Context: an optimization exercise on an open-source flow, tuned for small area, a short achievable clock period and few clock cycles. The choices shown serve that exercise and are no tape-out recipe.
The RTL was checked by simulation tests, not by an equivalence proof against the original design.

## v21
## mv_mul
module mv_mul #(
    parameter SHAPE_M       = 2,
    parameter SHAPE_N       = 8,
    parameter ELEMENT_WIDTH = 9,
    parameter CTRL_C_WIDTH  = 16,
    parameter DEPTH_WARP    = 4
) (
    input  wire                              clk,
    input  wire                              rst_n,
    input  wire [SHAPE_M*SHAPE_N*ELEMENT_WIDTH-1:0]  a_i,
    input  wire [SHAPE_N*ELEMENT_WIDTH-1:0]  b_i,
    input  wire [2:0]                        rm_i,
    input  wire [7:0]                        ctrl_reg_idxw_i,
    input  wire [DEPTH_WARP-1:0]             ctrl_warpid_i,
    input  wire                              in_valid_i,
    output reg                               in_ready_o,
    output reg                               out_valid_o,
    input  wire                              out_ready_i,
    output reg  [SHAPE_M*ELEMENT_WIDTH-1:0]  result_o,
    output reg  [4:0]                        fflags_o
);
    reg [9:0]  ph;           
    reg        ph0;
    reg        top;          
    wire       acc = in_valid_i & in_ready_o;
    always @(posedge clk or negedge rst_n) begin
        if (!rst_n) begin
            ph0        <= 1'b1;
            ph         <= 10'd0;
            in_ready_o <= 1'b0;
            top        <= 1'b0;
        end else begin
            ph0        <= !in_valid_i | ph[9];
            ph         <= in_valid_i ? {ph[8:0], ph0} : 10'd0;
            in_ready_o <= in_valid_i & ph[8];
            top        <= in_valid_i & (ph[4] | ph[8]);
        end
    end
    always @(posedge clk or negedge rst_n) begin
        if (!rst_n)
            out_valid_o <= 1'b0;
        else if (acc)
            out_valid_o <= 1'b1;
        else if (out_ready_i)
            out_valid_o <= 1'b0;
    end
    wire [7:0] slot = {ph[6:0], ph0};
    wire [3:0] csel = slot[3:0] | slot[7:4];
    reg  [8:0] ma0, ma1, mb0, mb1;
    integer t;
    always @(*) begin
        ma0 = 9'd0; ma1 = 9'd0; mb0 = 9'd0; mb1 = 9'd0;
        for (t = 0; t < 8; t = t + 1) begin
            ma0 = ma0 | ({9{slot[t]}} & a_i[(t[2]*8 + {t[0], t[1]})*9 +: 9]);
  ...
For scale: ~260 I/O pins, roughly 8200 µm² of cells after synthesis.
Settings: LEC_CHECK=0, ABC_AREA=1, CAP_MARGIN=20, CORE_MARGIN=2, CORE_UTILIZATION=40, SETUP_SLACK_MARGIN=2.5, SLEW_MARGIN=20; clock period 10.0 ns.
standard.sh (not shown) runs the stock make flow with config.mk's settings and CLKGATE_MAP_FILE= SYNTH_SCRIPT=/design/flow/synth_recipe.tcl, a recipe that flattens the netlist after the stock synthesis.
==> flow/flow/run.sh <==
#!/bin/bash
# The standard layout (the standard.sh: floorplan, power grid, placement,
# CTS, routing) with two changes:
# - synthesis is the standard one (synth_recipe.tcl, same registers and names)
#   except for the combinational mapping: no full-adder extraction, no
#   Kogge-Stone adder map, and ABC script flow/map.abc (logic rewriting, then area-oriented mapping with upsizing)
#   (flow/my_synth.tcl);
# - the buffers that placement puts on every input and output port are the
#   plain sky130 buf_1 instead of the default clkdlybuf4s50 delay cell.
set -euo pipefail
W=$PWD
FLOW_SYNTH_TCL=$W/synth_recipe.tcl bash standard.sh \
  SYNTH_SCRIPT=$W/flow/my_synth.tcl ADDER_MAP_FILE= SYNTH_OPERATIONS_ARGS=-nofsm \
  'BUFFER_PORTS_ARGS=-buffer_cell sky130_fd_sc_hd__buf_1' finish > standard_flow.log 2>&1
==> flow/flow/map.abc <==
strash
dc2
balance
rewrite
refactor
balance
rewrite
rewrite -z
balance
refactor -z
rewrite -z
balance
dc2
balance
rewrite
refactor
balance
rewrite
rewrite -z
balance
refactor -z
rewrite -z
balance
dch -f
map -a {D}
topo
buffer
upsize {D}
dnsize {D}
==> flow/flow/my_synth.tcl <==
# Synthesis script for flow/run.sh: synth_recipe.tcl (the standard synthesis,
# named by FLOW_SYNTH_TCL) with the technology mapping done by flow/map.abc
# instead of ORFS's abc_area/abc_speed script. Registers are untouched: ABC
# only maps the combinational logic.
set map_script [file join [file dirname [file normalize [info script]]] map.abc]
proc abc {args} {
  set i [lsearch -exact $args -script]
  if {$i >= 0} { set args [lreplace $args $i [expr {$i + 1}]] }
  yosys abc -script $::map_script {*}$args
}
source $::env(FLOW_SYNTH_TCL)
Testbench counts of v21, summed over its fixed seeds: cycles 22,536.
--- input diff v21..v36 ---
- swapping 2.5 for 4 in SETUP_SLACK_MARGIN
Findings:
v36 completed end to end with timing, DRC and antenna clean. Area growth from synthesis to layout sits higher in v36 than in v21. v36 vs v21 — detailed-route vias per instance climbed slightly. v36 vs. v21: required time of the critical path went up by 0.21 ns. Relative to v21, the measured slew at the worst slew-check pin of v36 is higher by 0.011 ns. Taking v21 as the reference, in v36 share of layout cells above drive strength 1 grew by 14 points; minimum clock period went down 0.79 ns. For the sequential fraction of total cell area, v36 came in 2.7 points lower than v21 did. v21 tops out at a lower clock frequency than v36. The run with more routed wire is v36, not v21. Final non-filler cell total sits higher in v36 than in v21.
Changes in v11 relative to v36:
- SETUP_SLACK_MARGIN changed from 4 to 3
Notes after the runs:
- Re final worst slack: v11 is 0.50 ns down on v36.
- The core utilization of v11 falls short of that of v36 by 6.1 points.
- Per the comparison of v11 with v36, routed wire length on met3 decreased 14%; routed wire length moved down.
- When v11 is measured against v36, its total via count after detailed routing turns out 536 lower.
- Per the comparison of v11 with v36, via density per instance went down, first-pass GRT wire length went down.

-- static timing again, ports no longer ideal --
The flow's constraints put no driver on any port. The routed layouts listed below were extracted and timed again, unchanged, in two steps. Step 1 assumes that a clkbuf_16 drives the clock port and a buf_2 every other input. Step 2 also shifts input and output timing later by t, the mid clock arrival at the registers, as if the neighbouring blocks saw the same clock. Three values: ideal ports, drivers, drivers and shift; two values: the first two.
| run | shift t [ns] | slack for setup (ns) | worst hold slack (ns) |
|---|---|---|---|
| v21 | 0.379 | 3.327 / 3.327 / 3.327 | 0.351 / 0.351 / 0.351 |
| v36 | 0.376 | 4.114 / 4.114 / 4.019 | 0.351 / 0.351 / 0.351 |
| v11 | 0.378 | 3.616 / 3.616 / 3.616 | 0.351 / 0.351 / 0.351 |
After both steps setup and hold are still met in every run listed. For v36, which loses most, drivers alone change the setup slack by 0.000 ns; drivers and shift together by -0.095 ns.
